What follows belongs to an exercise in optimizing a design on an open flow for small area, a short achievable clock period and few clock cycles; a production flow would make more cautious choices.
The RTL was checked by simulation tests, not by an equivalence proof against the original design.
No activity file was given, so power comes from the tool's default toggle rates.

--- design/flow/design.v ---
package brv32p_pkg;
  typedef enum logic [6:0] {
    OP_LUI      = 7'b0110111,
    OP_AUIPC    = 7'b0010111,
    OP_JAL      = 7'b1101111,
    OP_JALR     = 7'b1100111,
    OP_BRANCH   = 7'b1100011,
    OP_LOAD     = 7'b0000011,
    OP_STORE    = 7'b0100011,
    OP_IMM      = 7'b0010011,
    OP_REG      = 7'b0110011,
    OP_FENCE    = 7'b0001111,
    OP_SYSTEM   = 7'b1110011
  } opcode_e;
  typedef enum logic [3:0] {
    ALU_ADD   = 4'b0000,
    ALU_SUB   = 4'b1000,
    ALU_SLL   = 4'b0001,
    ALU_SLT   = 4'b0010,
    ALU_SLTU  = 4'b0011,
    ALU_XOR   = 4'b0100,
    ALU_SRL   = 4'b0101,
    ALU_SRA   = 4'b1101,
    ALU_OR    = 4'b0110,
    ALU_AND   = 4'b0111,
    ALU_PASS_B = 4'b1111    
  } alu_op_e;
  typedef enum logic [2:0] {
    MD_MUL    = 3'b000,
    MD_MULH   = 3'b001,
    MD_MULHSU = 3'b010,
    MD_MULHU  = 3'b011,
    MD_DIV    = 3'b100,
    MD_DIVU   = 3'b101,
    MD_REM    = 3'b110,
    MD_REMU   = 3'b111
  } md_op_e;
  typedef enum logic [2:0] {
    WB_ALU    = 3'd0,
    WB_MEM    = 3'd1,
    WB_PC4    = 3'd2,   
    WB_CSR    = 3'd3,
    WB_MULDIV = 3'd4
  } wb_sel_e;
  typedef enum logic [1:0] {
    MEM_BYTE = 2'b00,
    MEM_HALF = 2'b01,
    MEM_WORD = 2'b10
  } mem_width_e;
  typedef enum logic [2:0] {
    BR_NONE = 3'b000,
    BR_EQ   = 3'b001,
    BR_NE   = 3'b010,
    BR_LT   = 3'b011,
    BR_GE   = 3'b100,
    BR_LTU  = 3'b101,
    BR_GEU  = 3'b110
  } branch_type_e;
  typedef enum logic [1:0] {
    FWD_NONE  = 2'b00,
    FWD_EX_MEM = 2'b01,
    FWD_MEM_WB = 2'b10
  } fwd_sel_e;
  typedef struct packed {
    alu_op_e      alu_op;
    logic         alu_src;         
    logic         muldiv_en;
    md_op_e       muldiv_op;
    logic         mem_rd;
    logic         mem_wr;
    mem_width_e   mem_width;
    logic         mem_sign_ext;
    logic         reg_wr;
    wb_sel_e      wb_sel;
    branch_type_e branch_type;
    logic         jal;
    logic         jalr;
    logic         auipc;           
    logic         csr_en;
    logic [2:0]   csr_op;
    logic [11:0]  csr_addr;
    logic         ecall;
    logic         ebreak;
    logic         mret;
    logic         fence;
    logic         illegal;
  } ctrl_t;
  localparam logic [11:0] CSR_MSTATUS   = 12'h300;
  localparam logic [11:0] CSR_MIE       = 12'h304;
  localparam logic [11:0] CSR_MTVEC     = 12'h305;
  localparam logic [11:0] CSR_MSCRATCH  = 12'h340;
  localparam logic [11:0] CSR_MEPC      = 12'h341;
  localparam logic [11:0] CSR_MCAUSE    = 12'h342;
  localparam logic [11:0] CSR_MTVAL     = 12'h343;
  localparam logic [11:0] CSR_MIP       = 12'h344;
  localparam logic [11:0] CSR_MCYCLE    = 12'hB00;
  localparam logic [11:0] CSR_MINSTRET  = 12'hB02;
  localparam logic [11:0] CSR_MHARTID   = 12'hF14;
  localparam logic [31:0] RESET_VECTOR  = 32'h0000_0000;
  localparam logic [31:0] IMEM_BASE     = 32'h0000_0000;
  localparam logic [31:0] DMEM_BASE     = 32'h1000_0000;
  localparam logic [31:0] PERIPH_BASE   = 32'h2000_0000;
  localparam logic [31:0] GPIO_BASE     = 32'h2000_0000;
  localparam logic [31:0] UART_BASE     = 32'h2000_0100;
  localparam logic [31:0] TIMER_BASE    = 32'h2000_0200;
  localparam int ICACHE_SETS     = 64;    
  localparam int ICACHE_WAYS     = 2;     
  localparam int ICACHE_LINE_W   = 128;   
  localparam int DCACHE_SETS     = 64;
  localparam int DCACHE_WAYS     = 2;
  localparam int DCACHE_LINE_W   = 128;
  localparam int AXI_ADDR_W = 32;
  localparam int AXI_DATA_W = 32;
  localparam int AXI_STRB_W = AXI_DATA_W / 8;
endpackage
module compressed_decoder (
  input  logic [31:0] instr_in,      
  output logic [31:0] instr_out,     
  output logic        is_compressed,  
  output logic        illegal_c      
);
  logic [15:0] ci;   
  assign ci = instr_in[15:0];
  assign is_compressed = (ci[1:0] != 2'b11);
  function automatic logic [4:0] cr(input logic [2:0] r);
    cr = {2'b01, r};
  endfunction
  always_comb begin
    instr_out = instr_in;   
    illegal_c = 1'b0;
    if (is_compressed) begin
      instr_out = 32'h0000_0013;   
      illegal_c = 1'b0;
      case (ci[1:0])
        2'b00: begin
          case (ci[15:13])
            3'b000: begin  
              if (ci[12:5] == 8'b0) begin
                illegal_c = 1'b1;
              end else begin
                logic [9:0] nzuimm;
                nzuimm = {ci[10:7], ci[12:11], ci[5], ci[6], 2'b00};
                instr_out = {2'b0, nzuimm, 5'd2, 3'b000, cr(ci[4:2]), 7'b0010011};
              end
            end
            3'b010: begin  
              logic [6:0] off;
              off = {ci[5], ci[12:10], ci[6], 2'b00};
              instr_out = {5'b0, off, cr(ci[9:7]), 3'b010, cr(ci[4:2]), 7'b0000011};
            end
            3'b110: begin  
              logic [6:0] off;
              off = {ci[5], ci[12:10], ci[6], 2'b00};
              instr_out = {5'b0, off[6:5], cr(ci[4:2]), cr(ci[9:7]), 3'b010, off[4:0], 7'b0100011};
            end
            default: illegal_c = 1'b1;
          endcase
        end
        2'b01: begin
          case (ci[15:13])
            3'b000: begin  
              logic [5:0] imm;
              imm = {ci[12], ci[6:2]};
              instr_out = {{6{imm[5]}}, imm, ci[11:7], 3'b000, ci[11:7], 7'b0010011};
            end
            3'b001: begin  
              logic [20:0] jimm;
              jimm = {{10{ci[12]}}, ci[8], ci[10:9], ci[6], ci[7], ci[2], ci[11], ci[5:3], 1'b0};
              instr_out = {jimm[20], jimm[10:1], jimm[11], jimm[19:12], 5'd1, 7'b1101111};
            end
            3'b010: begin  
              logic [5:0] imm;
              imm = {ci[12], ci[6:2]};
              instr_out = {{6{imm[5]}}, imm, 5'd0, 3'b000, ci[11:7], 7'b0010011};
            end
            3'b011: begin
              if (ci[11:7] == 5'd2) begin  
                logic [9:0] nzimm;
                nzimm = {ci[12], ci[4:3], ci[5], ci[2], ci[6], 4'b0000};
                instr_out = {{2{nzimm[9]}}, nzimm, 5'd2, 3'b000, 5'd2, 7'b0010011};
              end else begin  
                logic [17:0] nzuimm;
                nzuimm = {ci[12], ci[6:2], 12'b0};
                instr_out = {{14{ci[12]}}, ci[12], ci[6:2], ci[11:7], 7'b0110111};
              end
            end
            3'b100: begin  
              case (ci[11:10])
                2'b00: begin  
                  instr_out = {7'b0000000, ci[6:2], cr(ci[9:7]), 3'b101, cr(ci[9:7]), 7'b0010011};
                end
                2'b01: begin  
                  instr_out = {7'b0100000, ci[6:2], cr(ci[9:7]), 3'b101, cr(ci[9:7]), 7'b0010011};
                end
                2'b10: begin  
                  logic [5:0] imm;
                  imm = {ci[12], ci[6:2]};
                  instr_out = {{6{imm[5]}}, imm, cr(ci[9:7]), 3'b111, cr(ci[9:7]), 7'b0010011};
                end
                2'b11: begin
                  case ({ci[12], ci[6:5]})
                    3'b000: instr_out = {7'b0100000, cr(ci[4:2]), cr(ci[9:7]), 3'b000, cr(ci[9:7]), 7'b0110011};  
                    3'b001: instr_out = {7'b0000000, cr(ci[4:2]), cr(ci[9:7]), 3'b100, cr(ci[9:7]), 7'b0110011};  
                    3'b010: instr_out = {7'b0000000, cr(ci[4:2]), cr(ci[9:7]), 3'b110, cr(ci[9:7]), 7'b0110011};  
                    3'b011: instr_out = {7'b0000000, cr(ci[4:2]), cr(ci[9:7]), 3'b111, cr(ci[9:7]), 7'b0110011};  
                    default: illegal_c = 1'b1;
                  endcase
                end
              endcase
            end
            3'b101: begin  
              logic [20:0] jimm;
              jimm = {{10{ci[12]}}, ci[8], ci[10:9], ci[6], ci[7], ci[2], ci[11], ci[5:3], 1'b0};
              instr_out = {jimm[20], jimm[10:1], jimm[11], jimm[19:12], 5'd0, 7'b1101111};
            end
            3'b110: begin  
              logic [8:0] boff;
              boff = {ci[12], ci[6:5], ci[2], ci[11:10], ci[4:3], 1'b0};
              instr_out = {boff[8], {3{boff[8]}}, boff[7:5], 5'd0, cr(ci[9:7]), 3'b000, boff[4:1], boff[8], 7'b1100011};
            end
            3'b111: begin  
              logic [8:0] boff;
              boff = {ci[12], ci[6:5], ci[2], ci[11:10], ci[4:3], 1'b0};
              instr_out = {boff[8], {3{boff[8]}}, boff[7:5], 5'd0, cr(ci[9:7]), 3'b001, boff[4:1], boff[8], 7'b1100011};
            end
            default: illegal_c = 1'b1;
          endcase
        end
        2'b10: begin
          case (ci[15:13])
            3'b000: begin  
              instr_out = {7'b0000000, ci[6:2], ci[11:7], 3'b001, ci[11:7], 7'b0010011};
            end
            3'b010: begin  
              logic [7:0] off;
              off = {ci[3:2], ci[12], ci[6:4], 2'b00};
              instr_out = {4'b0, off, 5'd2, 3'b010, ci[11:7], 7'b0000011};
            end
            3'b100: begin
              if (ci[12] == 1'b0) begin
                if (ci[6:2] == 5'b0) begin  
                  instr_out = {12'b0, ci[11:7], 3'b000, 5'd0, 7'b1100111};
                end else begin  
                  instr_out = {7'b0, ci[6:2], 5'd0, 3'b000, ci[11:7], 7'b0110011};
                end
              end else begin
                if (ci[6:2] == 5'b0) begin
                  if (ci[11:7] == 5'b0) begin  
                    instr_out = 32'h0010_0073;
                  end else begin  
                    instr_out = {12'b0, ci[11:7], 3'b000, 5'd1, 7'b1100111};
                  end
                end else begin  
                  instr_out = {7'b0, ci[6:2], ci[11:7], 3'b000, ci[11:7], 7'b0110011};
                end
              end
            end
            3'b110: begin  
              logic [7:0] off;
              off = {ci[8:7], ci[12:9], 2'b00};
              instr_out = {4'b0, off[7:5], ci[6:2], 5'd2, 3'b010, off[4:0], 7'b0100011};
            end
            default: illegal_c = 1'b1;
          endcase
        end
        default: begin
        end
      endcase
    end
  end
endmodule
module muldiv (
  input  logic        clk,
  input  logic        rst_n,
  input  logic        en,       
  input  logic        req,      
  input  logic [2:0]  op,
  input  logic [31:0] a,
  input  logic [31:0] b,
  input  logic [4:0]  ra,       
  input  logic [4:0]  rb,
  input  logic        wb_we,    
  input  logic [4:0]  wb_wa,
  output logic        hold,     
  output logic [31:0] result    
);
  localparam logic [3:0] PH_IDLE = 4'd0, PH_NEGA = 4'd1, PH_NEGB = 4'd2,
                         PH_DIV  = 4'd3, PH_NEGR = 4'd4, PH_MUL  = 4'd5,
                         PH_MULH = 4'd6, PH_OUT  = 4'd7;
  logic [3:0]  ph;
  logic [31:0] H, L, D;
  logic [5:0]  cnt;
  logic        lp;         
  logic        lead;       
  logic        negb_pend;  
  logic        neg_res;    
  logic        rem;        
  logic        msa;        
  logic        mhf;        
  logic        fixb;       
  logic        dsgn_q;     
  logic        out_l;      
  logic [35:0] hx, dx;
  assign hx = mhf ? {{4{H[31]}}, H} : {4'b0, H};
  assign dx = msa ? {{4{D[31]}}, D} : {4'b0, D};
  function automatic logic [5:0] booth2(input logic [3:0] m, input logic below);
    booth2 = {m[3],                                           
              (m[3] & !m[2] & !m[1]) | (!m[3] & m[2] & m[1]),   
              m[2] ^ m[1],                                    
              m[1],                                           
              (m[1] & !m[0] & !below) | (!m[1] & m[0] & below),  
              m[0] ^ below};                                  
  endfunction
  logic [5:0] bd;
  logic one0, two0, neg0, one1, two1, neg1;
  assign {neg1, two1, one1, neg0, two0, one0} = bd;
  logic [35:0] mag0, mag1, pp0, pp1;
  assign mag0 = one0 ? dx : two0 ? {dx[34:0], 1'b0} : 36'b0;
  assign mag1 = one1 ? dx : two1 ? {dx[34:0], 1'b0} : 36'b0;
  assign pp0  = mag0 ^ {36{neg0}};
  assign pp1  = {mag1[33:0] ^ {34{neg1}}, neg1, neg1};    
  logic [35:0] cs_s, cs_c, prod;
  assign cs_s = hx ^ pp0 ^ pp1;
  assign cs_c = {(hx[34:0] & pp0[34:0]) | (hx[34:0] & pp1[34:0]) | (pp0[34:0] & pp1[34:0]), neg1};
  assign prod = cs_s + cs_c + {35'b0, neg0};
  logic mul_last;
  assign mul_last = (L[31:3] == {29{L[3]}});
  logic [32:0] x_sub;
  logic [31:0] y_sub;
  logic [33:0] dsum;
  always_comb begin
    x_sub = (ph == PH_DIV) ? {H, L[31]} : 33'b0;
    case (ph)
      PH_NEGA: y_sub = L;
      PH_NEGR: y_sub = rem ? H : L;
      default: y_sub = D;
    endcase
  end
  assign dsum = {1'b0, x_sub} - {2'b0, y_sub};
  logic        q;
  logic [31:0] h_step, l_step;
  assign q      = ~dsum[33];
  assign h_step = q ? dsum[31:0] : {H[30:0], L[31]};
  assign l_step = {L[30:0], q};
  logic       rem_n;
  logic       fz;         
  logic [4:0] fra, frb;
  logic       hit;
  assign rem_n = op[1];
  assign hit   = fz && op[2] && op[0] && ra == fra && rb == frb &&
                 !(wb_we && (wb_wa == ra || wb_wa == rb));
  logic fin;
  assign fin  = (ph == PH_OUT) || (ph == PH_IDLE && hit);
  assign hold = req && !fin;
  assign result = ((ph == PH_IDLE) ? !rem_n : out_l) ? L : H;
  logic is_div, dsgn, a_neg, b_neg, b_zero;
  assign is_div = op[2];
  assign dsgn   = ~op[0];
  assign a_neg  = dsgn & a[31];
  assign b_neg  = dsgn & b[31];
  assign b_zero = (b == 32'b0);
  always_ff @(posedge clk or negedge rst_n) begin
    if (!rst_n)
      fz <= 1'b0;
    else if (en && ph == PH_IDLE && req && !hit)
      fz <= 1'b0;
    else if (en && ph == PH_DIV && cnt == 6'd1 && !dsgn_q)
      fz <= 1'b1;
    else if (wb_we && (wb_wa == fra || wb_wa == frb))
      fz <= 1'b0;
  end
  always_ff @(posedge clk or negedge rst_n) begin
    if (!rst_n) begin
      ph <= PH_IDLE;
    end else if (en) begin
      case (ph)
        PH_IDLE: if (req && !hit) begin
          if (!is_div)
            ph <= (op[1:0] == 2'b00) ? PH_MUL : PH_MULH;
          else if (b_zero)
            ph <= PH_DIV;
          else
            ph <= a_neg ? PH_NEGA : (b_neg ? PH_NEGB : PH_DIV);
        end
        PH_NEGA: ph <= negb_pend ? PH_NEGB : PH_DIV;
        PH_NEGB: ph <= PH_DIV;
        PH_DIV:  if (cnt == 6'd1) ph <= neg_res ? PH_NEGR : PH_OUT;
        PH_NEGR: ph <= PH_OUT;
        PH_MUL:  if (mul_last) ph <= PH_OUT;
        PH_MULH: if (cnt == 6'd0) ph <= fixb ? PH_MUL : PH_OUT;
        default: ph <= PH_IDLE;
      endcase
    end
  end
  always_ff @(posedge clk) begin
    if (en) begin
      case (ph)
        PH_IDLE: if (req && !hit) begin
          fra    <= ra;
          frb    <= rb;
          dsgn_q <= !op[2] || dsgn;
          D      <= is_div ? b : a;
          rem    <= op[1];
          out_l  <= op[2] && !op[1];
          msa    <= !op[2] && ((op[1:0] == 2'b01) || (op[1:0] == 2'b10));
          mhf    <= !op[2] && (op[1:0] != 2'b00);
          fixb   <= !op[2] && op[1] && b[31];
          lp     <= 1'b0;
          bd     <= booth2(b[3:0], 1'b0);
          lead   <= 1'b1;
          negb_pend <= b_neg;
          if (!is_div) begin
            H   <= 32'b0;
            L   <= b;
            cnt <= 6'd7;
            neg_res <= 1'b0;
          end else if (b_zero) begin
            H   <= {1'b0, a[31:1]};
            L   <= {a[0], 31'h7FFF_FFFF};
            cnt <= 6'd1;
            lead <= 1'b0;
            neg_res <= 1'b0;
          end else begin
            H   <= 32'b0;
            L   <= a;
            cnt <= 6'd32;
            neg_res <= op[1] ? a_neg : (a_neg ^ b_neg);
          end
        end
        PH_NEGA: L <= dsum[31:0];
        PH_NEGB: D <= dsum[31:0];
        PH_NEGR: begin
          H     <= dsum[31:0];
          out_l <= 1'b0;
        end
        PH_DIV: begin
          if (lead && cnt > 6'd8 && L[31:24] == 8'b0) begin
            L   <= {L[23:0], 8'b0};
            cnt <= cnt - 6'd8;
          end else if (lead && cnt > 6'd4 && L[31:28] == 4'b0) begin
            L   <= {L[27:0], 4'b0};
            cnt <= cnt - 6'd4;
          end else begin
            lead <= 1'b0;
            H    <= h_step;
            L    <= l_step;
            cnt  <= cnt - 6'd1;
          end
        end
        PH_MUL: begin
          H  <= prod[31:0];
          D  <= {D[27:0], 4'b0};
          L  <= {{4{L[31]}}, L[31:4]};
          lp <= L[3];
          bd <= booth2(L[7:4], L[3]);
        end
        PH_MULH: begin
          H   <= prod[35:4];
          L   <= (cnt == 6'd0) ? 32'd1 : {prod[3:0], L[31:4]};
          lp  <= (cnt == 6'd0) ? 1'b0 : L[3];
          bd  <= (cnt == 6'd0) ? booth2(4'd1, 1'b0) : booth2(L[7:4], L[3]);
          cnt <= cnt - 6'd1;
        end
        default: ;
      endcase
    end
  end
endmodule
module brv32p_core (
  input  logic        clk,
  input  logic        rst_n,
  output logic [31:0] imem_addr,
  output logic        imem_rd,
  input  logic [31:0] imem_rdata,
  input  logic        imem_ready,
  output logic [31:0] dmem_addr,
  output logic        dmem_rd,
  output logic        dmem_wr,
  output logic [1:0]  dmem_width,
  output logic        dmem_sign_ext,
  output logic [31:0] dmem_wdata,
  input  logic [31:0] dmem_rdata,
  input  logic        dmem_ready
);
  logic m_rdq, m_wrq;
  logic adv;
  assign adv = imem_ready & ~((m_rdq | m_wrq) & ~dmem_ready);
  logic redirect;
  logic [31:0] redir_pc;
  logic md_hold, load_use, id_hold;
  assign id_hold = md_hold | load_use;
  logic [31:1] pc_if;
  assign imem_addr = {pc_if, 1'b0};
  assign imem_rd   = 1'b1;
  logic [31:0] raw;
  assign raw = imem_rdata;
  logic is_c_if;
  logic [31:0] instr_exp;
  logic        illegal_c_unused;
  compressed_decoder u_cdec (
    .instr_in      (raw),
    .instr_out     (instr_exp),
    .is_compressed (is_c_if),
    .illegal_c     (illegal_c_unused)
  );
  logic        pred_if;
  logic [31:1] pc_other, pc_d;
  assign pc_other = redirect ? redir_pc[31:1] : pc_if;
  fetch_next u_fnext (
    .raw      (raw),
    .pc       (pc_if),
    .pc_other (pc_other),
    .go       (!redirect & !id_hold),
    .pred     (pred_if),
    .pc_d     (pc_d)
  );
  always_ff @(posedge clk or negedge rst_n) begin
    if (!rst_n)
      pc_if <= 31'b0;
    else if (adv)
      pc_if <= pc_d;
  end
  logic [6:0] fo;
  logic [2:0] ff3;
  logic       f_br, f_store, f_reg, f_sys, f_trap;
  logic       pf_rb, pf_auipc, pf_use1, pf_use2, pf_jal;
  assign fo      = instr_exp[6:0];
  assign ff3     = instr_exp[14:12];
  assign f_br    = (fo == 7'b1100011);
  assign f_store = (fo == 7'b0100011);
  assign f_reg   = (fo == 7'b0110011);
  assign f_sys   = (fo == 7'b1110011);
  assign pf_rb    = f_reg | f_br;
  assign pf_auipc = (fo == 7'b0010111);
  assign pf_use1  = (fo == 7'b1100111) | f_br | (fo == 7'b0000011) | f_store |
                    (fo == 7'b0010011) | f_reg | (f_sys & (ff3 != 3'b000) & !ff3[2]);
  assign pf_use2  = f_br | f_store | f_reg;
  assign pf_jal   = (fo == 7'b1101111);
  assign f_trap   = (f_sys & (ff3 == 3'b000) & (instr_exp[31:20] != 12'h302)) |
                    (f_br & (ff3[2:1] == 2'b01)) |
                    !((fo == 7'b0110111) | pf_auipc | (fo == 7'b1101111) | (fo == 7'b1100111) |
                      f_br | (fo == 7'b0000011) | f_store | (fo == 7'b0010011) | f_reg |
                      (fo == 7'b0001111) | f_sys);
  logic        id_valid;
  logic        id_rb, id_auipc, id_store, id_br, id_use1, id_use2, id_trap, id_jal;
  logic [31:1] id_s1, id_s2;    
  logic [31:2] id_instr;
  logic [31:1] id_pc;
  logic        id_c, id_pred;
  always_ff @(posedge clk or negedge rst_n) begin
    if (!rst_n)
      id_valid <= 1'b0;
    else if (adv && !id_hold)
      id_valid <= !redirect;
  end
  always_ff @(posedge clk) begin
    if (adv && !id_hold) begin
      id_instr <= instr_exp[31:2];
      id_pc    <= pc_if;
      id_c     <= is_c_if;
      id_pred  <= pred_if;
      id_rb    <= pf_rb;
      id_auipc <= pf_auipc;
      id_store <= f_store;
      id_br    <= f_br;
      id_use1  <= pf_use1;
      id_use2  <= pf_use2;
      id_trap  <= f_trap;
      id_jal   <= pf_jal;
      for (int i = 1; i < 32; i++) begin
        id_s1[i] <= (instr_exp[19:15] == 5'(i));
        id_s2[i] <= (instr_exp[24:20] == 5'(i));
      end
    end
  end
  logic [31:0] ins;
  assign ins = {id_instr, 2'b11};
  logic [6:0] opc;
  logic [2:0] f3;
  logic [4:0] rs1, rs2, rd;
  assign opc = ins[6:0];
  assign f3  = ins[14:12];
  assign rs1 = ins[19:15];
  assign rs2 = ins[24:20];
  assign rd  = ins[11:7];
  logic o_lui, o_auipc, o_jal, o_jalr, o_br, o_load, o_store, o_imm, o_reg, o_fence, o_sys;
  assign o_lui   = (opc == 7'b0110111);
  assign o_auipc = (opc == 7'b0010111);
  assign o_jal   = (opc == 7'b1101111);
  assign o_jalr  = (opc == 7'b1100111);
  assign o_br    = (opc == 7'b1100011);
  assign o_load  = (opc == 7'b0000011);
  assign o_store = (opc == 7'b0100011);
  assign o_imm   = (opc == 7'b0010011);
  assign o_reg   = (opc == 7'b0110011);
  assign o_fence = (opc == 7'b0001111);
  assign o_sys   = (opc == 7'b1110011);
  logic d_md, d_csr, d_ecall, d_ebreak, d_mret, d_ill, d_brok;
  assign d_md     = o_reg & (ins[31:25] == 7'b0000001);
  assign d_csr    = o_sys & (f3 != 3'b000);
  assign d_ecall  = o_sys & (f3 == 3'b000) & (ins[31:20] == 12'h000);
  assign d_ebreak = o_sys & (f3 == 3'b000) & (ins[31:20] == 12'h001);
  assign d_mret   = o_sys & (f3 == 3'b000) & (ins[31:20] == 12'h302);
  assign d_brok   = o_br & (f3[2:1] != 2'b01);
  assign d_ill    = (o_sys & (f3 == 3'b000) & !d_ecall & !d_ebreak & !d_mret) |
                    (o_br & !d_brok) |
                    !(o_lui | o_auipc | o_jal | o_jalr | o_br | o_load | o_store |
                      o_imm | o_reg | o_fence | o_sys);
  logic d_regwr, use1, use2;
  assign d_regwr = o_lui | o_auipc | o_jal | o_jalr | o_load | o_imm | o_reg | d_csr;
  assign use1    = id_use1;
  assign use2    = id_use2;
  logic d_alu, d_sub, d_slt, d_sltu, d_log, d_sh, d_sleft, d_sarith;
  logic [1:0] d_lop;
  assign d_alu    = (o_imm | o_reg) & !d_md;
  assign d_sub    = (o_reg & (f3 == 3'b000) & ins[30]) | o_br |
                    (d_alu & (f3 == 3'b010 || f3 == 3'b011));
  assign d_slt    = d_alu & (f3 == 3'b010);
  assign d_sltu   = d_alu & (f3 == 3'b011);
  assign d_log    = d_alu & f3[2] & (f3[1:0] != 2'b01);
  assign d_lop    = f3[1:0];
  assign d_sh     = d_alu & (f3[1:0] == 2'b01);
  assign d_sleft  = !f3[2];
  assign d_sarith = ins[30];
  logic d_radd;
  assign d_radd   = (d_alu & (f3 == 3'b000)) | o_load | o_store;
  logic [31:0] d_immv;
  always_comb begin
    if (o_store)
      d_immv = {{20{ins[31]}}, ins[31:25], ins[11:7]};
    else if (o_br)
      d_immv = {{19{ins[31]}}, ins[31], ins[7], ins[30:25], ins[11:8], 1'b0};
    else if (o_lui | o_auipc)
      d_immv = {ins[31:12], 12'b0};
    else if (o_jal)
      d_immv = {{11{ins[31]}}, ins[31], ins[19:12], ins[20], ins[30:21], 1'b0};
    else if (o_sys)
      d_immv = {27'b0, ins[19:15]};
    else
      d_immv = {{20{ins[31]}}, ins[31:20]};
  end
  logic d_trap;
  logic [31:1] pc_inc_id, pc_imm_id;
  assign d_trap    = id_trap;    
  assign pc_inc_id = id_pc + {29'b0, ~id_c, id_c};
  assign pc_imm_id = id_pc + (id_jal   ? {{12{ins[31]}}, ins[19:12], ins[20], ins[30:21]}    
                             : id_auipc ? {ins[31:12], 11'b0}                                 
                                        : {{20{ins[31]}}, ins[7], ins[30:25], ins[11:8]});   
  logic [6:0] d_csel;
  always_comb begin
    d_csel = 7'b0;
    case (ins[31:20])
      12'h300: d_csel[0] = 1'b1;   
      12'h304: d_csel[1] = 1'b1;   
      12'h305: d_csel[2] = 1'b1;   
      12'h340: d_csel[3] = 1'b1;   
      12'h341: d_csel[4] = 1'b1;   
      12'h342: d_csel[5] = 1'b1;   
      12'h343: d_csel[6] = 1'b1;   
      default: ;
    endcase
  end
  logic        rf_we;
  logic [4:0]  rf_wa;
  logic [31:0] rf_wd;
  logic [31:1][31:0] regs;
  always_ff @(posedge clk) begin
    for (int i = 1; i < 32; i++)
      if (rf_we && rf_wa == 5'(i))
        regs[i] <= rf_wd;
  end
  logic [31:0] rs1_r, rs2_r, rs1_v, rs2_v;
  always_comb begin
    rs1_r = 32'b0;
    rs2_r = 32'b0;
    for (int i = 1; i < 32; i++) begin
      rs1_r = rs1_r | (regs[i] & {32{id_s1[i]}});
      rs2_r = rs2_r | (regs[i] & {32{id_s2[i]}});
    end
  end
  assign rs1_v = (rf_we && rf_wa == rs1) ? rf_wd : rs1_r;
  assign rs2_v = (rf_we && rf_wa == rs2) ? rf_wd : rs2_r;
  logic e_rfwe, e_load;
  logic [4:0] e_rd, e_ra, e_rb;
  assign load_use = e_load & id_valid &
                    (((e_rd == rs1) & use1) | ((e_rd == rs2) & use2));
  logic id_go;
  assign id_go = id_valid & !redirect & !load_use;
  logic        fwd1_n, fwd2_n;
  logic [31:0] ex_res, rs2_f;
  assign fwd1_n = e_rfwe & (e_rd == rs1) & use1;
  assign fwd2_n = e_rfwe & (e_rd == rs2) & use2;
  assign rs2_f  = fwd2_n ? ex_res : rs2_v;
  logic e_store, e_md, e_csr, e_trap, e_mret, e_br, e_jalr, e_jalf;
  logic [31:0] e_rs1v, e_b, e_x;
  logic        e_pred;
  logic        e_sub, e_slt, e_sltu, e_log, e_sh, e_sleft, e_sarith;
  logic        e_radd, e_rimm, e_rlink, e_rcsr, e_rmd;
  logic [1:0]  e_lop;
  logic [2:0]  e_f3;
  logic [1:0]  e_width;
  logic        e_sext;
  logic [3:0]  e_cause;
  logic [6:0]  e_csel;
  always_ff @(posedge clk or negedge rst_n) begin
    if (!rst_n) begin
      e_rfwe <= 1'b0; e_load <= 1'b0; e_store <= 1'b0; e_md <= 1'b0;
      e_csr  <= 1'b0; e_trap <= 1'b0; e_mret  <= 1'b0; e_br <= 1'b0;
      e_jalr <= 1'b0; e_jalf <= 1'b0;
    end else if (adv && !md_hold) begin
      e_rfwe  <= id_go & d_regwr & (rd != 5'd0);
      e_load  <= id_go & o_load;
      e_store <= id_go & o_store;
      e_md    <= id_go & d_md;
      e_csr   <= id_go & d_csr;
      e_trap  <= id_go & d_trap;
      e_mret  <= id_go & d_mret;
      e_br    <= id_go & d_brok;
      e_jalr  <= id_go & o_jalr;
      e_jalf  <= id_go & o_jal & !id_pred;    
    end
  end
  always_ff @(posedge clk) begin
    if (adv && !md_hold) begin
      e_rs1v   <= fwd1_n ? ex_res : rs1_v;
      e_b      <= id_rb ? rs2_f : id_auipc ? {pc_imm_id, 1'b0} :
                  id_jal ? {pc_inc_id, 1'b0} : d_immv;
      e_x      <= id_store ? rs2_f :
                  d_trap ? {id_pc, 1'b0} :
                  ((id_br | id_jal) & !id_pred) ? {pc_imm_id, 1'b0} : {pc_inc_id, 1'b0};
      e_pred   <= id_pred;
      e_rd     <= rd;
      e_ra     <= rs1;
      e_rb     <= rs2;
      e_sub    <= d_sub;
      e_slt    <= d_slt;
      e_sltu   <= d_sltu;
      e_log    <= d_log;
      e_lop    <= d_lop;
      e_sh     <= d_sh;
      e_sleft  <= d_sleft;
      e_sarith <= d_sarith;
      e_radd   <= d_radd;
      e_rimm   <= o_lui | o_auipc | o_jal;
      e_rlink  <= o_jalr;
      e_rcsr   <= d_csr;
      e_rmd    <= d_md;
      e_f3     <= f3;
      e_width  <= f3[1:0];
      e_sext   <= !f3[2];
      e_cause  <= d_ill ? 4'd2 : d_ecall ? 4'd11 : 4'd3;
      e_csel   <= d_csel;
    end
  end
  logic [31:0] m_result;
  logic [31:0] opa, alub;
  assign opa  = e_rs1v;
  assign alub = e_b;
  logic [32:0] sum;
  assign sum = {1'b0, opa} + {1'b0, alub ^ {32{e_sub}}} + {32'b0, e_sub};
  logic lt, ltu, eq;
  assign ltu = ~sum[32];
  assign lt  = (opa[31] ^ alub[31]) ? opa[31] : sum[31];
  assign eq  = (opa == alub);
  logic [31:0] logv;
  always_comb begin
    case (e_lop)
      2'b00:   logv = opa ^ alub;
      2'b10:   logv = opa | alub;
      default: logv = opa & alub;
    endcase
  end
  logic [31:0] sh_in, sh_r, shv;
  always_comb begin
    for (int i = 0; i < 32; i++) sh_in[i] = e_sleft ? opa[31 - i] : opa[i];
  end
  assign sh_r = 32'($signed({e_sarith & !e_sleft & opa[31], sh_in}) >>> alub[4:0]);
  always_comb begin
    for (int i = 0; i < 32; i++) shv[i] = e_sleft ? sh_r[31 - i] : sh_r[i];
  end
  logic taken;
  assign taken = (e_f3[2] ? (e_f3[1] ? ltu : lt) : eq) ^ e_f3[0];
  logic        mie_b, mpie_b;
  logic [31:0] csr_mie, csr_mscratch, csr_mcause, csr_mtval;
  logic [31:2] csr_mtvec;
  logic [31:1] csr_mepc;
  logic        v_mie, v_mtvec, v_mscratch, v_mepc, v_mcause, v_mtval;
  logic [31:0] mtvec_q, mepc_q;
  assign mtvec_q = {csr_mtvec & {30{v_mtvec}}, 2'b0};
  assign mepc_q  = {csr_mepc & {31{v_mepc}}, 1'b0};
  logic [31:0] csr_rd;
  assign csr_rd = ({32{e_csel[0]}} & {24'b0, mpie_b, 3'b0, mie_b, 3'b0}) |
                  ({32{e_csel[1] & v_mie}} & csr_mie) |
                  ({32{e_csel[2]}} & mtvec_q) |
                  ({32{e_csel[3] & v_mscratch}} & csr_mscratch) |
                  ({32{e_csel[4]}} & mepc_q) |
                  ({32{e_csel[5] & v_mcause}} & csr_mcause) |
                  ({32{e_csel[6] & v_mtval}} & csr_mtval);
  logic [31:0] csr_wv, csr_nv;
  assign csr_wv = e_f3[2] ? e_b : opa;
  always_comb begin
    case (e_f3[1:0])
      2'b01:   csr_nv = csr_wv;
      2'b10:   csr_nv = csr_rd | csr_wv;
      2'b11:   csr_nv = csr_rd & ~csr_wv;
      default: csr_nv = csr_rd;
    endcase
  end
  logic csr_wr;
  assign csr_wr = adv & e_csr;
  always_ff @(posedge clk or negedge rst_n) begin
    if (!rst_n) begin
      mie_b <= 1'b0; mpie_b <= 1'b0;
      v_mie <= 1'b0; v_mtvec <= 1'b0; v_mscratch <= 1'b0; v_mepc <= 1'b0;
      v_mcause <= 1'b0; v_mtval <= 1'b0;
    end else if (adv) begin
      if (e_trap) begin
        v_mepc   <= 1'b1;
        v_mcause <= 1'b1;
        v_mtval  <= 1'b0;    
        mpie_b   <= mie_b;
        mie_b    <= 1'b0;
      end else if (e_mret) begin
        mie_b  <= mpie_b;
        mpie_b <= 1'b1;
      end else if (e_csr) begin
        if (e_csel[0]) begin mie_b <= csr_nv[3]; mpie_b <= csr_nv[7]; end
        if (e_csel[1]) v_mie      <= 1'b1;
        if (e_csel[2]) v_mtvec    <= 1'b1;
        if (e_csel[3]) v_mscratch <= 1'b1;
        if (e_csel[4]) v_mepc     <= 1'b1;
        if (e_csel[5]) v_mcause   <= 1'b1;
        if (e_csel[6]) v_mtval    <= 1'b1;
      end
    end
  end
  always_ff @(posedge clk) begin
    if (adv & e_trap) begin
      csr_mepc   <= e_x[31:1];
      csr_mcause <= {28'b0, e_cause};
    end else begin
      if (csr_wr & e_csel[4]) csr_mepc   <= csr_nv[31:1];
      if (csr_wr & e_csel[5]) csr_mcause <= csr_nv;
    end
    if (csr_wr & e_csel[1]) csr_mie      <= csr_nv;
    if (csr_wr & e_csel[2]) csr_mtvec    <= csr_nv[31:2];
    if (csr_wr & e_csel[3]) csr_mscratch <= csr_nv;
    if (csr_wr & e_csel[6]) csr_mtval    <= csr_nv;
  end
  logic [31:0] md_res;
  muldiv u_md (
    .clk    (clk),
    .rst_n  (rst_n),
    .en     (adv),
    .req    (e_md),
    .op     (e_f3),
    .a      (opa),
    .b      (alub),
    .ra     (e_ra),
    .rb     (e_rb),
    .wb_we  (rf_we),
    .wb_wa  (rf_wa),
    .hold   (md_hold),
    .result (md_res)
  );
  assign redirect = (e_br & (taken ^ e_pred)) | e_jalr | e_jalf | e_trap | e_mret;
  always_comb begin
    if (e_trap)      redir_pc = mtvec_q;
    else if (e_mret) redir_pc = mepc_q;
    else if (e_jalr) redir_pc = {sum[31:1], 1'b0};
    else             redir_pc = e_x;
  end
  assign ex_res = ({32{e_radd}} & sum[31:0]) |
                  ({32{e_log}}  & logv) |
                  ({32{e_sh}}   & shv) |
                  {31'b0, (e_slt & lt) | (e_sltu & ltu)} |
                  ({32{e_rimm}} & e_b) |
                  ({32{e_rlink}} & e_x) |
                  ({32{e_rcsr}} & csr_rd) |
                  ({32{e_rmd}}  & md_res);
  logic        m_rfwe;
  logic [4:0]  m_rd;
  logic [31:0] m_wdata;
  logic [1:0]  m_width;
  logic        m_sext;
  always_ff @(posedge clk or negedge rst_n) begin
    if (!rst_n) begin
      m_rfwe <= 1'b0; m_rdq <= 1'b0; m_wrq <= 1'b0;
    end else if (adv) begin
      m_rfwe <= e_rfwe & !md_hold;
      m_rdq  <= e_load;
      m_wrq  <= e_store;
    end
  end
  always_ff @(posedge clk) begin
    if (adv) begin
      m_rd     <= e_rd;
      m_result <= ex_res;
      m_wdata  <= e_x;
      m_width  <= e_width;
      m_sext   <= e_sext;
    end
  end
  assign dmem_addr     = m_result;
  assign dmem_rd       = m_rdq;
  assign dmem_wr       = m_wrq;
  assign dmem_width    = m_width;
  assign dmem_sign_ext = m_sext;
  assign dmem_wdata    = m_wdata;
  assign rf_we = m_rfwe;
  assign rf_wa = m_rd;
  assign rf_wd = m_rdq ? dmem_rdata : m_result;
endmodule
module fetch_next (
  input  logic [31:0] raw,
  input  logic [31:1] pc,
  input  logic [31:1] pc_other,    
  input  logic        go,          
  output logic        pred,
  output logic [31:1] pc_d
);
  logic is_c, q1, cj, cb, j32, b32, jnear;
  assign is_c  = (raw[1:0] != 2'b11);
  assign q1    = (raw[1:0] == 2'b01);
  assign cj    = q1 & (raw[14:13] == 2'b01);    
  assign cb    = q1 & (raw[15:14] == 2'b11);    
  assign j32   = (raw[6:0] == 7'b1101111);
  assign b32   = (raw[6:0] == 7'b1100011);
  assign jnear = (raw[19:12] == {8{raw[31]}});   
  assign pred  = (j32 & jnear) | cj | (b32 & raw[31]) | (cb & raw[12]);
  logic [12:1] immj, immb, immc;
  assign immj  = {raw[31], raw[20], raw[30:21]};                           
  assign immb  = {raw[31], raw[7], raw[30:25], raw[11:8]};                 
  assign immc  = raw[14] ? {{5{raw[12]}}, raw[6:5], raw[2], raw[11:10], raw[4:3]}           
                         : {raw[12], raw[12], raw[8], raw[10:9], raw[6], raw[7], raw[2], raw[11], raw[5:3]};  
  logic [31:13] ph_inc, ph_dec;
  logic [12:1]  pl_1, pl_2;
  logic         pl_1c, pl_2c;
  incr #(19) u_hinc (.a(pc[31:13]), .s(ph_inc));
  decr #(19) u_hdec (.a(pc[31:13]), .s(ph_dec));
  incr #(13) u_l1   (.a({1'b0, pc[12:1]}), .s({pl_1c, pl_1}));
  incr #(12) u_l2   (.a({1'b0, pc[12:2]}), .s({pl_2c, pl_2[12:2]}));
  assign pl_2[1] = pc[1];
  logic [31:13] hj1, hj0, hc1, hc0;
  assign hj1 = raw[31] ? pc[31:13] : ph_inc;
  assign hj0 = raw[31] ? ph_dec    : pc[31:13];
  assign hc1 = raw[12] ? pc[31:13] : ph_inc;
  assign hc0 = raw[12] ? ph_dec    : pc[31:13];
  logic [12:1] c_lo, jj_lo, jb_lo, j_lo, s_lo;
  logic        c_co, jj_co, jb_co, j_co, s_co;
  addc #(12) u_tc (.a(pc[12:1]), .b(immc), .s(c_lo),  .co(c_co));
  addc #(12) u_tj (.a(pc[12:1]), .b(immj), .s(jj_lo), .co(jj_co));
  addc #(12) u_tb (.a(pc[12:1]), .b(immb), .s(jb_lo), .co(jb_co));
  assign j_lo = raw[3] ? jj_lo : jb_lo;
  assign j_co = raw[3] ? jj_co : jb_co;
  assign s_lo = is_c ? pl_1  : pl_2;
  assign s_co = is_c ? pl_1c : pl_2c;
  logic [31:1] pc_seq;
  assign pc_seq = {s_co ? ph_inc : pc[31:13], s_lo};
  pc_pick u_pick (
    .psel  (go & pred),
    .is_c  (is_c),
    .j_co  (j_co), .j_lo (j_lo), .hj1 (hj1), .hj0 (hj0),
    .c_co  (c_co), .c_lo (c_lo), .hc1 (hc1), .hc0 (hc0),
    .other (go ? pc_seq : pc_other),
    .pc_d  (pc_d)
  );
endmodule
module pc_pick (
  input  logic         psel,
  input  logic         is_c,
  input  logic         j_co,
  input  logic [12:1]  j_lo,
  input  logic [31:13] hj1, hj0,
  input  logic         c_co,
  input  logic [12:1]  c_lo,
  input  logic [31:13] hc1, hc0,
  input  logic [31:1]  other,
  output logic [31:1]  pc_d
);
  logic [31:1] tgt32, tgtc;
  assign tgt32 = {j_co ? hj1 : hj0, j_lo};
  assign tgtc  = {c_co ? hc1 : hc0, c_lo};
  assign pc_d  = !psel ? other : is_c ? tgtc : tgt32;
endmodule
module addc #(parameter int W = 8) (
  input  logic [W-1:0] a,
  input  logic [W-1:0] b,
  output logic [W-1:0] s,
  output logic         co
);
  assign {co, s} = {1'b0, a} + {1'b0, b};
endmodule
module incr #(parameter int W = 8) (
  input  logic [W-1:0] a,
  output logic [W-1:0] s
);
  assign s = a + 1'b1;
endmodule
module decr #(parameter int W = 8) (
  input  logic [W-1:0] a,
  output logic [W-1:0] s
);
  assign s = a - 1'b1;
endmodule
--- design/flow/flow/run.sh ---
#!/bin/bash
set -euo pipefail
MARGIN=${MARGIN:-10}
bash standard.sh synth > synth.log 2>&1
bash standard.sh SETUP_SLACK_MARGIN=$MARGIN "BUFFER_PORTS_ARGS=-buffer_cell sky130_fd_sc_hd__buf_4" finish > layout.log 2>&1
--- design/flow/standard.sh ---
#!/bin/bash
# synth_recipe.tcl (not shown) runs the flow's synth.tcl, then flattens the netlist and writes it again
# the make line also repeats each setting of config.mk as NAME=value (left out here)
make -C /OpenROAD-flow-scripts/flow DESIGN_CONFIG=/design/flow/config.mk WORK_HOME=/design/flow/orfs CLKGATE_MAP_FILE= SYNTH_SCRIPT=/design/flow/synth_recipe.tcl "${@:-finish}"
--- design/flow/config.mk ---
export PLATFORM = sky130hd
export DESIGN_NAME = brv32p_core
export DESIGN_NICKNAME = brv32p_core
export VERILOG_FILES = /design/flow/design.v
export SDC_FILE = /design/flow/constraint.sdc
export NUM_CORES = 8
export LEC_CHECK = 0
export CAP_MARGIN = 20
export CORE_MARGIN = 2
export CORE_UTILIZATION = 45
export CTS_BUF_LIST = sky130_fd_sc_hd__clkbuf_8
export PLACE_DENSITY = 0.6
export SLEW_MARGIN = 20
export SYNTH_HIERARCHICAL = 1
--- design/flow/constraint.sdc ---
create_clock -name core_clock -period 15.0 [get_ports {clk}]
set_input_delay 3.0000 -clock core_clock [delete_from_list [all_inputs] [get_ports {clk}]]
set_output_delay 3.0000 -clock core_clock [all_outputs]
set_load 0.01 [all_outputs]
==> results.txt, run 1 <==
* Share of layout cells above drive strength 1 at 0.1695
* GPL Wtd Cong at 1.066
* Final period util at 0.3612
* Initial core utilization at 0.4528
* Die area at about 230000 sq um
* Fin. max-slew vios at 0
* Total number of yosys warnings at 9
* First-pass GRT wire length at ~700000 microns
* Clock Sinks at between 1500 and 2000
* Die Ht at about 480 microns
* TritonCTS Buffers at 309
* Final hold vios at 0
* Final antenna-violating net count at 0
* Final #Nets at a little under 10000
* Die X at about 480 microns
* Synth Area per Inst at roughly 11 sq um
* HPWL Detailed at between 300000 and 400000 microns
* Clock transition at path regs at about 70 ps
* Setup crit end kind: register
* Input/output buffers at about 170
* Worst EP required at around 16000 ps
* Clk root buf: clkbuf_8
* Gr ovfl total at 0
* Maximum buffer depth of the clock tree at 4
* Pleak at around 0.041 uW
* Slew HR at 0.05078
* Residual DRC count at 0
* Utilization after layout at 0.5150
* Mapped Cells at 9167
* Filler cell count at between 15000 and 20000
* Via count at around 94000
* Clk Latency, worst-skew pair at approximately 1100 ps
* CTS tree: yes
* Rows at 173
* Max-cap viol count at 0
* Total GRT Usage at 0.4398
* IO Pins at 170
* Crit Path Class: register to register
* Pwr/cell area at between 150 and 200 nW/um^2
* DR vias/cell at 7.415
* Critical Path AT at around 6400 ps
* Core area at roughly 220000 sq um
* Drt total wl at approximately 520000 microns
* Setup violators final at 0
* Setup TNS at 0 ps
* DR pass1 iterations at 14
* Pin count of the biggest net entering global routing at 89
* Maximum VDD drop at roughly 0.00028 V
* Slew at the pin with the worst max-slew slack at approximately 1400 ps
* Initial antenna violation count at 33
* CTS H-tree lvls at 5
* Hold WC Path Type: register to register
* Fmax at between 150 and 200 MHz
* Synthesized cell area at around 100000 sq um
* RSZ-0062 raised after global routing: true
* Vias in the first global route at around 88000
* CP max FO at 8
* CP startpoint kind: register
* Worst clock skew at 158.4 ps
* Routed wire per std cell at around 41 microns
* Layout Area Growth over Synthesis at 13.74%
* Initial DRC count at a little under 20000
* Final min period at ~5400 ps
* Outcome: no timing/DRC/antenna violations
==> sequential cells by signal, indices dropped and copies added (netlist names), 6 cells and up <==
name,flops
e_b,32
csr_mtvec,30
csr_mtval,32
id_instr,30
csr_mepc,31
id_pc,31
e_csel,7
u_md.H,32
pc_if,31
csr_mscratch,32
regs,992
u_md.cnt,6
u_md.L,32
csr_mcause,32
csr_mie,32
id_s1,31
u_md.D,32
e_x,32
u_md.bd,6
m_wdata,32
e_rs1v,32
id_s2,31
m_result,32
==> layout by cell type, fill, tap and decap left out, drive strengths merged, types with 73 or more instances in the layout <==
cell / n
a221oi: 356
mux2i: 199
clkinv: 106
o21ai: 451
clkbuf: 327
and2: 73
a22oi: 444
a222oi: 149
nand3: 204
ha: 243
a22o: 321
buf: 611
nand2: 805
o211ai: 93
a21o: 118
nand4: 183
a211oi: 84
xnor2: 224
inv: 286
edfxtp: 1621
nor3: 176
a21oi: 453
nor2: 620
o22ai: 76
mux2: 220
and3: 91
xor2: 158
==> report_power, final <==
| part | internal (uW) | total, uW | switching [uW] |
|---|---|---|---|
| logic | 3680 | 10500 | 6830 |
| registers | 5890 | 6730 | 834 |
| clock network | 2210 | 4270 | 2050 |
| total | 11800 | 21500 | 9720 |
==> through the flow <==
step / setup WS, ps / hold slack [ps] / area [sq um] / cells / total power [uW]
5_1_grt: 9592 / 472.9 / 114300 / 12630 / 22200
4_1_cts: 9841 / 454.2 / 113500 / 12590 / 20890
3_3_place_gp: 8137 / 433.8 / 105700 / 11940 / 16310
2_1_floorplan: 8539 / 419.7 / 100800 / 9169 / 12650
3_5_place_dp: 8022 / 440.6 / 105700 / 11940 / 16360
6_report: 9583 / 454.0 / 114400 / 12640 / 21500
==> area by class of cell <==
class | instances | area (sq um) | area share
sequential | 1706 | 50700 | 0.4433
multi-input combinational | 6576 | 47980 | 0.4195
timing repair buffer | 623 | 5438 | 0.04754
clock buffer | 320 | 4404 | 0.03851
tap | 2975 | 3722 | 0.03254
clock inverter | 215 | 1274 | 0.01114
inverter | 206 | 802.0 | 0.007012
antenna | 22 | 55.05 | 0.0004813
==> worst paths after layout <==
kind                                     startpoint                    end  slack (ps)  depth (start not counted)
worst max-delay path                e_sub$_DFFE_PP_  pc_if[10]$_DFFE_PN0P_        9580                         26
worst min-delay path            e_csel[1]$_DFFE_PP_      v_mie$_DFFE_PN0P_         450                          1
worst max register to register      e_sub$_DFFE_PP_  pc_if[10]$_DFFE_PN0P_        9580                         26
worst min register to register  e_csel[1]$_DFFE_PP_      v_mie$_DFFE_PN0P_         450                          1
max in group asynchronous                     rst_n   pc_if[2]$_DFFE_PN0P_       12090                          1
min in group asynchronous                     rst_n      m_wrq$_DFFE_PN0P_        2130                          1
==> worst max-delay path: stages (launching register included) <==
cell       delay, ps
edfxtp_1         520
buf_6            200
buf_16           150
xor2_1           140
ha_2             360
buf_4            130
nand4_1          140
nor3_2           210
nand2_1          140
a2bb2oi_4        170
and3_4           180
a311oi_4         340
xnor2_1          120
a311o_1          340
a2111o_2         530
buf_12           140
nor3_4           210
buf_12           160
nor3b_4          240
buf_6            140
buf_4            110
buf_8            120
clkbuf_16        150
nor2_1            40
a21oi_1          130
nand2_1          100
nand2_1           90
==> per-layer routing <==
| layer | global-route usage | wire, microns |
|---|---|---|
| met5 | 0.007143 | 365 |
| met3 | 0.1588 | 75560 |
| met2 | 0.6302 | 215200 |
| met1 | 0.5395 | 179600 |
| met4 | 0.3336 | 49920 |
==> repair_timing <==
action	4_1_cts	5_1_grt
setup buffers	85	26
pin swaps	70	69
setup endpoints to repair	394	275
hold buffers	0	0
gates resized for setup	228	106
cloned	22	3
Testbench counts, summed over its fixed seeds: cycles 513,230.
==> inputs of run 2 (changes only) <==
--- a/design/flow/design.v
+++ b/design/flow/design.v
@@ -350,9 +350,10 @@
   assign hit   = fz && op[2] && op[0] && ra == fra && rb == frb &&
                  !(wb_we && (wb_wa == ra || wb_wa == rb));
   logic fin;
-  assign fin  = (ph == PH_OUT) || (ph == PH_IDLE && hit);
+  logic in_out;    
+  assign fin  = in_out || (ph == PH_IDLE && hit);
   assign hold = req && !fin;
-  assign result = ((ph == PH_IDLE) ? !rem_n : out_l) ? L : H;
+  assign result = (in_out ? out_l : !rem_n) ? L : H;
   logic is_div, dsgn, a_neg, b_neg, b_zero;
   assign is_div = op[2];
   assign dsgn   = ~op[0];
@@ -372,7 +373,9 @@
   always_ff @(posedge clk or negedge rst_n) begin
     if (!rst_n) begin
       ph <= PH_IDLE;
+      in_out <= 1'b0;
     end else if (en) begin
+      in_out <= 1'b0;
       case (ph)
         PH_IDLE: if (req && !hit) begin
           if (!is_div)
@@ -384,10 +387,16 @@
         end
         PH_NEGA: ph <= negb_pend ? PH_NEGB : PH_DIV;
         PH_NEGB: ph <= PH_DIV;
-        PH_DIV:  if (cnt == 6'd1) ph <= neg_res ? PH_NEGR : PH_OUT;
-        PH_NEGR: ph <= PH_OUT;
-        PH_MUL:  if (mul_last) ph <= PH_OUT;
-        PH_MULH: if (cnt == 6'd0) ph <= fixb ? PH_MUL : PH_OUT;
+        PH_DIV:  if (cnt == 6'd1) begin
+                   ph <= neg_res ? PH_NEGR : PH_OUT;
+                   in_out <= !neg_res;
+                 end
+        PH_NEGR: begin ph <= PH_OUT; in_out <= 1'b1; end
+        PH_MUL:  if (mul_last) begin ph <= PH_OUT; in_out <= 1'b1; end
+        PH_MULH: if (cnt == 6'd0) begin
+                   ph <= fixb ? PH_MUL : PH_OUT;
+                   in_out <= !fixb;
+                 end
         default: ph <= PH_IDLE;
       endcase
     end
@@ -543,7 +552,6 @@
                       (fo == 7'b0001111) | f_sys);
   logic        id_valid;
   logic        id_rb, id_auipc, id_store, id_br, id_use1, id_use2, id_trap, id_jal;
-  logic [31:1] id_s1, id_s2;    
   logic [31:2] id_instr;
   logic [31:1] id_pc;
   logic        id_c, id_pred;
@@ -567,10 +575,6 @@
       id_use2  <= pf_use2;
       id_trap  <= f_trap;
       id_jal   <= pf_jal;
-      for (int i = 1; i < 32; i++) begin
-        id_s1[i] <= (instr_exp[19:15] == 5'(i));
-        id_s2[i] <= (instr_exp[24:20] == 5'(i));
-      end
     end
   end
   logic [31:0] ins;
@@ -674,8 +678,8 @@
     rs1_r = 32'b0;
     rs2_r = 32'b0;
     for (int i = 1; i < 32; i++) begin
-      rs1_r = rs1_r | (regs[i] & {32{id_s1[i]}});
-      rs2_r = rs2_r | (regs[i] & {32{id_s2[i]}});
+      rs1_r = rs1_r | (regs[i] & {32{rs1 == 5'(i)}});
+      rs2_r = rs2_r | (regs[i] & {32{rs2 == 5'(i)}});
     end
   end
   assign rs1_v = (rf_we && rf_wa == rs1) ? rf_wd : rs1_r;
==> run 2 against run 1 <==
Utilization shrank 0.32 points. Clock skew shrank 13 ps. Sequential power grew 0.9%. Register-to-register slack lost 20 ps. Count of clock-buffer cells in the layout grew 5. Critical path depth shrank 14. Total power grew 8.6%. Routed wire length grew 1.1%. Still clean. Largest cell class unchanged. Cell count grew 1.3%. Synthesized area shrank 0.86%.
==> results.txt, run 2 <==
* Max-cap viol count at 0
* Synth Area per Inst at roughly 11 sq um
* Core area at about 220000 sq um
* Fin. max-slew vios at 0
* Multi-input logic area at roughly 49000 sq um
* Most common cell after layout, fill and taps aside: edfxtp_1
* Final hold vios at 0
* Largest Register: regs
* RR Startpoint: id_instr[24]$_DFFE_PP_
* Share of layout cells above drive strength 1 at 0.1593
* Clock transition at path regs at 70 ps
* Logic gate share of total power at 0.529
* Via count at 95120
* First-pass GRT wire length at between 700000 and 800000 microns
* Setup TNS at 0 ps
* Residual DRC count at 0
* Clk Latency, worst-skew pair at 1170 ps
* Cts hold-fix bufs at 0
* Maximum VDD drop at 0.0002423 V
* Clk root buf: clkbuf_8
* Clock share of power at 0.180
* Filler cell count at 19860
* Slew at the pin with the worst max-slew slack at between 1000 and 1500 ps
* DR pass1 iterations at 17
* Finished Layout Cells at between 10000 and 15000
* Fmax at 184.0 MHz
* Worst EP required at between 15000 and 20000 ps
* Synthesized cell area at 99690 sq um
* Pwr/cell area at 207.3 nW/um^2
* Final period util at 0.3623
* Die X at roughly 470 microns
* DP Cell Count at around 12000
* Clock Sinks at between 1500 and 2000
* Die area at approximately 230000 sq um
* Sw Pwr at approximately 11000 uW
* Max FFs per register at between 900 and 1000
* Gr ovfl total at 0
* TritonCTS Buffers at between 300 and 400
* Rows at roughly 170
* Hold_sp: e_rb[3]$_DFFE_PP_
* Hold Path Cell Cnt at 0
* Die Ht at 474.7 microns
* GPL Wtd Cong at approximately 1.1
* Sw Ratio at 0.4744
* Reg area at slightly below 50000 sq um
* CTS H-tree lvls at 5
* CP startpoint kind: register
* Final #Nets at 9961
* Pin count of the biggest net entering global routing at 95
* Worst Hold Slack at approximately 390 ps
* IO Pins at 170
* Maximum buffer depth of the clock tree at 4
* HPWL Detailed at about 330000 microns
* Total number of yosys warnings at 9
* RSZ-0062 raised after global routing: true
* Reg2reg path depth at 12
* Dpl ws at around 7800 ps
* Final antenna-violating net count at 0
* Utilization after layout at 0.5118
* CP max FO at 20
* Hold WC Path Type: register to register
* Total GRT Usage at 0.4506
* Vias in the first global route at about 88000
* Outcome: no timing/DRC/antenna violations
* Worst clock skew at 145.4 ps
* Hold Path End: u_md.frb[3]$_DFFE_PP_
* Slew HR at 0.08983
* Initial antenna violation count at 44
* Setup crit end kind: register
* Critical Path AT at around 6400 ps
* Flop pwr share at 0.291
* Most frequent cells in the layout: 1559 x edfxtp_1, 936 x a22oi_1, 886 x nand2_1
* Initial core utilization at 0.4533
* DR vias/cell at around 7.4
* Reg-to-Reg End: e_x[24]$_DFFE_PP_
* Internal power at approximately 12000 uW
* Crit Path Class: register to register
* Routed wire per std cell at between 40 and 50 microns
* Final min period at roughly 5400 ps
* Layout Area Growth over Synthesis at 12.92%
* Mapped Cells at around 9400
* Setup ws final at approximately 9600 ps
* FF-to-FF setup slack at between 9000 and 10000 ps
* Drt total wl at around 530000 microns
* CTS tree: yes
* Setup violators final at 0
* Input/output buffers at 167
* Pleak at between 0.04 and 0.05 uW
* Initial DRC count at between 15000 and 20000
* Startpoint of the worst setup timing path: id_instr[24]$_DFFE_PP_
-- run 2: power groups by stage --
stage / clock (uW) / combinational [uW] / sequential (uW)
2_1_floorplan: 0 / 7400 / 6380
3_3_place_gp: 0 / 11300 / 6840
3_5_place_dp: 0 / 11400 / 6850
4_1_cts: 4170 / 11600 / 6720
5_1_grt: 4370 / 12900 / 6780
6_report: 4190 / 12400 / 6790
-- run 2: what timing repair did --
action / CTS / global route
setup buffers: 39 / 50
gates cloned: 7 / 8
gates resized for setup: 105 / 87
pin swaps: 14 / 20
endpoints found under the setup margin: 435 / 105
-- run 2: stage by stage --
step                instance area (sq um)  total power (uW)
finish                             112600             23340
global route                       112500             24060
CTS                                111500             22500
detailed placement                 105100             18210
global placement                   105100             18110
floorplan                           99900             13780
-- run 2: worst max-delay path by stage --
| stage | endpoint | slack (ps) | cells after the start |
|---|---|---|---|
| finish | e_x[24]$_DFFE_PP_ | 9570 | 12 |
| global route | pc_if[12]$_DFFE_PN0P_ | 9970 | 21 |
| floorplan | e_b[0]$_DFFE_PP_ | 9170 | 5 |
| detailed placement | e_b[1]$_DFFE_PP_ | 7780 | 8 |
| global placement | e_rs1v[5]$_DFFE_PP_ | 7920 | 8 |
| CTS | pc_if[18]$_DFFE_PN0P_ | 9990 | 20 |
-- run 2: worst max-delay path, stage by stage (launching register included) --
cell and delay [ps]:
edfxtp_1 710, buf_4 270, buf_4 490, nand2b_2 370
nor2_4 470, buf_4 450, buf_4 480, a22oi_1 140
nand4_1 140, nor3_1 90, a211oi_1 960, a21oi_1 410
o22ai_1 270
-- run 2: layout make-up --
cell class | instances | share of cell area
flip-flops and latches | 1645 | 0.4341
multi-input cells | 6874 | 0.4336
repair buffers | 579 | 0.04236
clock buffers | 325 | 0.03973
well taps | 2958 | 0.03288
clock inverters | 200 | 0.009781
inverters | 201 | 0.006991
diodes | 26 | 0.0005780
-- run 2: routing by layer --
metal	routed length, microns	vias to the layer above	GRT usage
met5	241	-	0
met1	181600	46030	0.5617
met2	212400	9306	0.6318
li1	-	37220	-
met3	81660	2526	0.1702
met4	50390	36	0.3373
Testbench counts of run 2, summed over its fixed seeds: cycles 513,230.
==> inputs of run 3 (changes only) <==
--- a/design/flow/design.v
+++ b/design/flow/design.v
@@ -783,7 +783,10 @@
     for (int i = 0; i < 32; i++) shv[i] = e_sleft ? sh_r[31 - i] : sh_r[i];
   end
   logic taken;
-  assign taken = (e_f3[2] ? (e_f3[1] ? ltu : lt) : eq) ^ e_f3[0];
+  logic blt, bltu;
+  assign bltu  = (opa < alub);
+  assign blt   = ($signed(opa) < $signed(alub));
+  assign taken = (e_f3[2] ? (e_f3[1] ? bltu : blt) : eq) ^ e_f3[0];
   logic        mie_b, mpie_b;
   logic [31:0] csr_mie, csr_mscratch, csr_mcause, csr_mtval;
   logic [31:2] csr_mtvec;
==> run 3 against run 2 <==
Hold slack better by 56 ps. Fmax rose by 1.6%. Clock power hardly changed. Critical path depth unchanged. Sequential share of layout area increased by 0.12 points. Sequential cell count stayed put. Sequential power about the same. Largest cell class unchanged.
==> results.txt, run 3 <==
* First-pass GRT wire length at approximately 700000 microns
* Fin. max-slew vios at 0
* Worst EP required at 15760 ps
* CP max FO at 25
* Final period util at 0.3564
* RSZ-0062 raised after global routing: true
* Clock transition at path regs at 70 ps
* Initial DRC count at 19330
* Share of layout cells above drive strength 1 at 0.1578
* Total GRT Usage at 0.4495
* Post-DP Area at between 100000 and 150000 sq um
* Outcome: no timing/DRC/antenna violations
* Startpoint of the worst setup timing path: id_instr[23]$_DFFE_PP_
* Drt total wl at 524000 microns
* Mapped Cells at roughly 9300
* HPWL Detailed at 337500 microns
* Critical Path AT at 6100 ps
* CTS H-tree lvls at 5
* IO Pins at 170
* Largest Register: regs
* Initial antenna violation count at 44
* RR Startpoint: id_instr[23]$_DFFE_PP_
* Fmax at roughly 190 MHz
* Setup crit end kind: register
* Worst clock skew at roughly 140 ps
* Cts hold-fix bufs at 0
* Via count at approximately 94000
* DR vias/cell at between 7 and 8
* Setup violators final at 0
* Initial core utilization at 0.4528
* Final antenna-violating net count at 0
* Max-cap viol count at 0
* Die X at 474.2 microns
* Final hold vios at 0
* CTS tree: yes
* Gr ovfl total at 0
* Most common cell after layout, fill and taps aside: edfxtp_1
* Input/output buffers at ~170
* Pwr/cell area at between 200 and 250 nW/um^2
* Clk root buf: clkbuf_8
* Synth Area per Inst at about 11 sq um
* Maximum VDD drop at 0.0003502 V
* Die Ht at approximately 470 microns
* Routed wire per std cell at just over 40 microns
* Slew HR at 0.09328
* Final #Nets at between 9000 and 10000
* Crit Path Class: register to register
* Most frequent cells in the layout: 1559 x edfxtp_1, 830 x a22oi_1, 727 x nand2_1
* Die area at 224800 sq um
* Residual DRC count at 0
* Hold_sp: v_mscratch$_DFFE_PN0P_
* Pin count of the biggest net entering global routing at 74
* Clock Sinks at approximately 1600
* Finished Cell Area at approximately 110000 sq um
* CP startpoint kind: register
* Synthesized cell area at ~99000 sq um
* GPL Wtd Cong at between 1 and 1.5
* Slew at the pin with the worst max-slew slack at about 1300 ps
* Core area at around 220000 sq um
* Final min period at approximately 5300 ps
* Rows at 172
* TritonCTS Buffers at between 300 and 400
* Pleak at between 0.04 and 0.05 uW
* DR pass1 iterations at 12
* Setup TNS at 0 ps
* Total number of yosys warnings at 9
* Hold WC Path Type: register to register
* Layout Area Growth over Synthesis at 12.85%
* Clk Latency, worst-skew pair at 1110 ps
* Vias in the first global route at roughly 87000
* Max FFs per register at roughly 990
* Utilization after layout at 0.5110
* Maximum buffer depth of the clock tree at 4
==> run 3: timing repair <==
item,CTS,global route
gates cloned,2,7
setup buffers,16,39
endpoints found under the setup margin,242,139
gates resized for setup,115,119
pin swaps,12,27
==> run 3: path summary, 6_finish.rpt <==
check / to / slack (ps) / depth (start not counted)
worst max-delay path: e_b[11]$_DFFE_PP_ / 9650 / 12
max in group asynchronous: u_md.ph[2]$_DFFE_PN0P_ / 12060 / 1
worst max register to register: e_b[11]$_DFFE_PP_ / 9650 / 12
worst min-delay path: v_mscratch$_DFFE_PN0P_ / 450 / 1
min in group asynchronous: pc_if[30]$_DFFE_PN0P_ / 2120 / 1
worst min register to register: v_mscratch$_DFFE_PN0P_ / 450 / 1
==> run 3: power breakdown <==
group          switching (uW)  total [uW]  internal (uW)
clock                    2040        4160           2130
combinational            8500       12700           4230
sequential                904        6760           5860
==> run 3: layout make-up <==
| type | instances | area, sq um |
|---|---|---|
| Fill cell | 19620 | 107500 |
| Timing Repair Buffer | 546 | 4559 |
| Multi-Input combinational cell | 6777 | 48700 |
| Inverter | 215 | 853.3 |
| Antenna cell | 31 | 77.57 |
| Sequential cell | 1645 | 48870 |
| Clock buffer | 318 | 4377 |
| Tap cell | 2958 | 3701 |
| Clock inverter | 202 | 1127 |
==> run 3: routing by layer <==
| layer | up-vias | share of wire | track usage |
|---|---|---|---|
| met5 | - | 0.00071 | 0.005191 |
| met4 | 36 | 0.092 | 0.3323 |
| met3 | 2463 | 0.14 | 0.1570 |
| met2 | 9039 | 0.42 | 0.6497 |
| met1 | 45810 | 0.34 | 0.5530 |
| li1 | 36940 | - | - |
==> run 3: metrics by stage <==
stage / hold WS [ps] / total power (uW) / setup WS, ps / cells
final: 447.3 / 23660 / 9653 / 12690
after global routing: 465.1 / 24350 / 9958 / 12670
after CTS: 446.9 / 22740 / 9876 / 12610
after detailed placement: 435.4 / 18440 / 7921 / 12080
after global placement: 430.9 / 18400 / 7941 / 12070
after floorplan: 419.7 / 13640 / 9130 / 9329
==> run 3: critical path: stages (launching register included) <==
cell      delay (ps)
edfxtp_1         320
buf_4            350
nand2_1          550
nor2_4           820
buf_4            770
a22oi_1          200
nand2_1          130
nand4b_1         110
nor4_1            50
nand3_1          280
o211ai_1         350
a21boi_0         300
o21ai_0          770
Testbench counts of run 3, summed over its fixed seeds: cycles 513,230.

what the ideal ports hide:
Ports are ideal in the flow. The routed layouts listed here were re-timed in OpenROAD. Step 1 sets driving cells, clkbuf_16 on the clock port and buf_2 on the other inputs (assumed; they add their load-dependent delay and slew). Step 2 moves the port delays by t, midway between the first and last clock arrival at a register: inputs arrive t later, outputs are due t later. That takes back most of the time a late clock gives input paths. Three values: no drivers, after step 1, after step 2; two values: the first two.
run | t (ns) | setup WS [ns] | hold slack, ns | worst setup path after step 2 | slew at the worst register clock pin (ns)
run 1 | 1.150 | 9.583 / 9.583 / 8.922 | 0.454 / 0.454 / 0.454 | input to register | 0.07 / 0.07
run 2 | 1.166 | 9.565 / 9.565 / 8.958 | 0.392 / 0.392 / 0.392 | input to register | 0.07 / 0.07
run 3 | 1.145 | 9.653 / 9.653 / 9.016 | 0.447 / 0.447 / 0.447 | input to register | 0.08 / 0.08
After both steps setup and hold are still met in every run listed. For run 1, which loses most, drivers alone change the setup slack by 0.000 ns; drivers and shift together by -0.661 ns.
